This is an optimization exercise on Yosys and OpenROAD, whose aim is small area, a short achievable clock period and few clock cycles, not a production implementation. Function was checked by simulation only, so behaviour that the tests miss may differ from the original. No activity file was given, so power comes from the tool's default toggle rates.

// gpio_top
module gpio_top(
	wb_clk_i, wb_rst_i, wb_cyc_i, wb_adr_i, wb_dat_i, wb_sel_i, wb_we_i, wb_stb_i,
	wb_dat_o, wb_ack_o, wb_err_o, wb_inta_o,
	aux_i,
	ext_pad_i, ext_pad_o, ext_padoe_o,
	clk_pad_i
);
Size: about 1,400 cells after synthesis, roughly 210 I/O pins.
clock: 5.0 ns
lec_check: 0
cap_margin: 20
core_margin: 2
core_utilization: 50
place_density: 0.65
setup_slack_margin: 2.0
slew_margin: 20
synth_hierarchical: 1
synth_minimum_keep_size: 0
standard.sh (not shown) runs the stock make flow with config.mk's settings and CLKGATE_MAP_FILE= SYNTH_SCRIPT=/design/flow/synth_recipe.tcl, a recipe that flattens the netlist after the stock synthesis.
==> flow/flow/run.sh <==
#!/bin/bash
# The standard layout (standard.sh, its synthesis unchanged), with:
#  - every port buffered by a small buf cell instead of the default delay
#    buffer;
#  - clock tree synthesis with clkbuf_8 buffers, sink clusters of at most
#    16 flip-flops, and no dummy loads;
#  - more antenna repair iterations after detailed routing;
#  - a check of the finished layout for antenna violations; if any remain,
#    the layout is made again with the placement density lower bound
#    nudged, at most three times in all.
# Each attempt's tool output goes to standard_N.log, each check's to
# check_N.log.
export BUFFER_PORTS_ARGS="-buffer_cell sky130_fd_sc_hd__buf_1"
export MAX_REPAIR_ANTENNAS_ITER_DRT=10
export CTS_ARGS="-sink_clustering_enable -repair_clock_nets -sink_clustering_size 16 -sink_clustering_max_diameter 60 -dont_use_dummy_load -buf_list sky130_fd_sc_hd__clkbuf_8"
RES=orfs/results/sky130hd/gpio_top/base/6_final.odb
cat > check_antennas.tcl <<EOT
read_db $RES
set n [check_antennas]
puts "ANTENNA_VIOLATIONS \$n"
EOT
addons=(0 0.2 0.3)
for n in 1 2 3; do
  if [[ $n -gt 1 ]]; then
    rm -rf orfs out/final.def
    mkdir -p out
    export PLACE_DENSITY_LB_ADDON=${addons[$((n-1))]}
  fi
  bash standard.sh > standard_$n.log 2>&1
  status=$?
  if [[ $status -eq 0 && -f out/final.def && -f $RES ]]; then
    openroad -no_init -exit check_antennas.tcl > check_$n.log 2>&1
    if grep -q '^ANTENNA_VIOLATIONS 0$' check_$n.log; then
      exit 0
    fi
  fi
done
exit 0
Testbench counts at the start, summed over its fixed seeds: cycles 24,000.
Then changed:
--- a/flow/config.mk
+++ b/flow/config.mk
@@ -8,6 +8,8 @@
 export CAP_MARGIN = 20
 export CORE_MARGIN = 2
-export CORE_UTILIZATION = 50
-export PLACE_DENSITY = 0.65
+export CORE_UTILIZATION = 40
+export CTS_CLUSTER_DIAMETER = 80
+export CTS_CLUSTER_SIZE = 24
+export PLACE_DENSITY = 0.6
 export SETUP_SLACK_MARGIN = 2.0
 export SLEW_MARGIN = 20
- non-clock buffer count shrinks by 3
- count of clock-buffer cells in the layout shrinks by 1
- synthesized area does not change
- worst setup slack stays flat
- combinational power shrinks by about 1%
- register-to-register slack stays flat
- total power is about the same
- clock power stays flat
- synthesized cell count is unchanged
Then changed:
--- a/flow/config.mk
+++ b/flow/config.mk
@@ -12,5 +12,5 @@
 export CTS_CLUSTER_SIZE = 24
 export PLACE_DENSITY = 0.6
-export SETUP_SLACK_MARGIN = 2.0
+export SETUP_SLACK_MARGIN = 1.65
 export SLEW_MARGIN = 20
 export SYNTH_HIERARCHICAL = 1
Outcome: The new run produced a clean layout. Sequential cell count does not change. Wire length goes up by 1.6%. Worst setup slack got worse by 31 ps. Power goes up by 1.6%. Worst hold slack got worse by 36 ps. Area after synthesis does not change.
Then changed:
--- a/flow/flow/run.sh
+++ b/flow/flow/run.sh
@@ -3,6 +3,4 @@
 #  - every port buffered by a small buf cell instead of the default delay
 #    buffer;
-#  - clock tree synthesis with clkbuf_8 buffers, sink clusters of at most
-#    16 flip-flops, and no dummy loads;
 #  - more antenna repair iterations after detailed routing;
 #  - a check of the finished layout for antenna violations; if any remain,
@@ -13,5 +11,5 @@
 export BUFFER_PORTS_ARGS="-buffer_cell sky130_fd_sc_hd__buf_1"
 export MAX_REPAIR_ANTENNAS_ITER_DRT=10
-export CTS_ARGS="-sink_clustering_enable -repair_clock_nets -sink_clustering_size 16 -sink_clustering_max_diameter 60 -dont_use_dummy_load -buf_list sky130_fd_sc_hd__clkbuf_8"
+export CTS_ARGS="-sink_clustering_enable -repair_clock_nets -sink_clustering_size 24 -sink_clustering_max_diameter 80 -dont_use_dummy_load"
 RES=orfs/results/sky130hd/gpio_top/base/6_final.odb
 cat > check_antennas.tcl <<EOT
--- a/flow/config.mk
+++ b/flow/config.mk
@@ -12,5 +12,5 @@
 export CTS_CLUSTER_SIZE = 24
 export PLACE_DENSITY = 0.6
-export SETUP_SLACK_MARGIN = 1.65
+export SETUP_SLACK_MARGIN = 2.0
 export SLEW_MARGIN = 20
 export SYNTH_HIERARCHICAL = 1
After rerunning:
- via count falls by 1.6%
- critical path depth does not change
- combinational power stays flat
- wire length falls by 2.1%

==> separate check: timing with driven ports <==
The flow's constraints put no driver on any port. The routed layouts listed below were extracted and timed again, unchanged, in two steps. Step 1 assumes that a clkbuf_16 drives the clock port and a buf_2 every other input. Step 2 times the ports against the registers' clock, not the clock port: input delays grow and output delays shrink by t, the midpoint of the rising clock arrivals with the driver on. Three values: no drivers, after step 1, after step 2; two values: the first two.
run | t (ns) | setup WS [ns] | worst setup path at the end | worst data-port slew with drivers (ns) | pins driven straight from the clock port
the first run | 0.605 | 1.606 / 1.541 / 1.501 | input to register | 0.10 | 1
the second run | 0.649 | 1.607 / 1.498 / 1.388 | input to register | 0.11 | 1
the third run | 0.666 | 1.576 / 1.525 / 1.335 | input to register | 0.07 | 1
the fourth run | 0.606 | 1.588 / 1.493 / 1.456 | input to register | 0.12 | 1
After both steps every run listed still meets setup and hold. For the third run, which loses most, drivers alone change the setup slack by -0.051 ns; drivers and shift together by -0.241 ns.
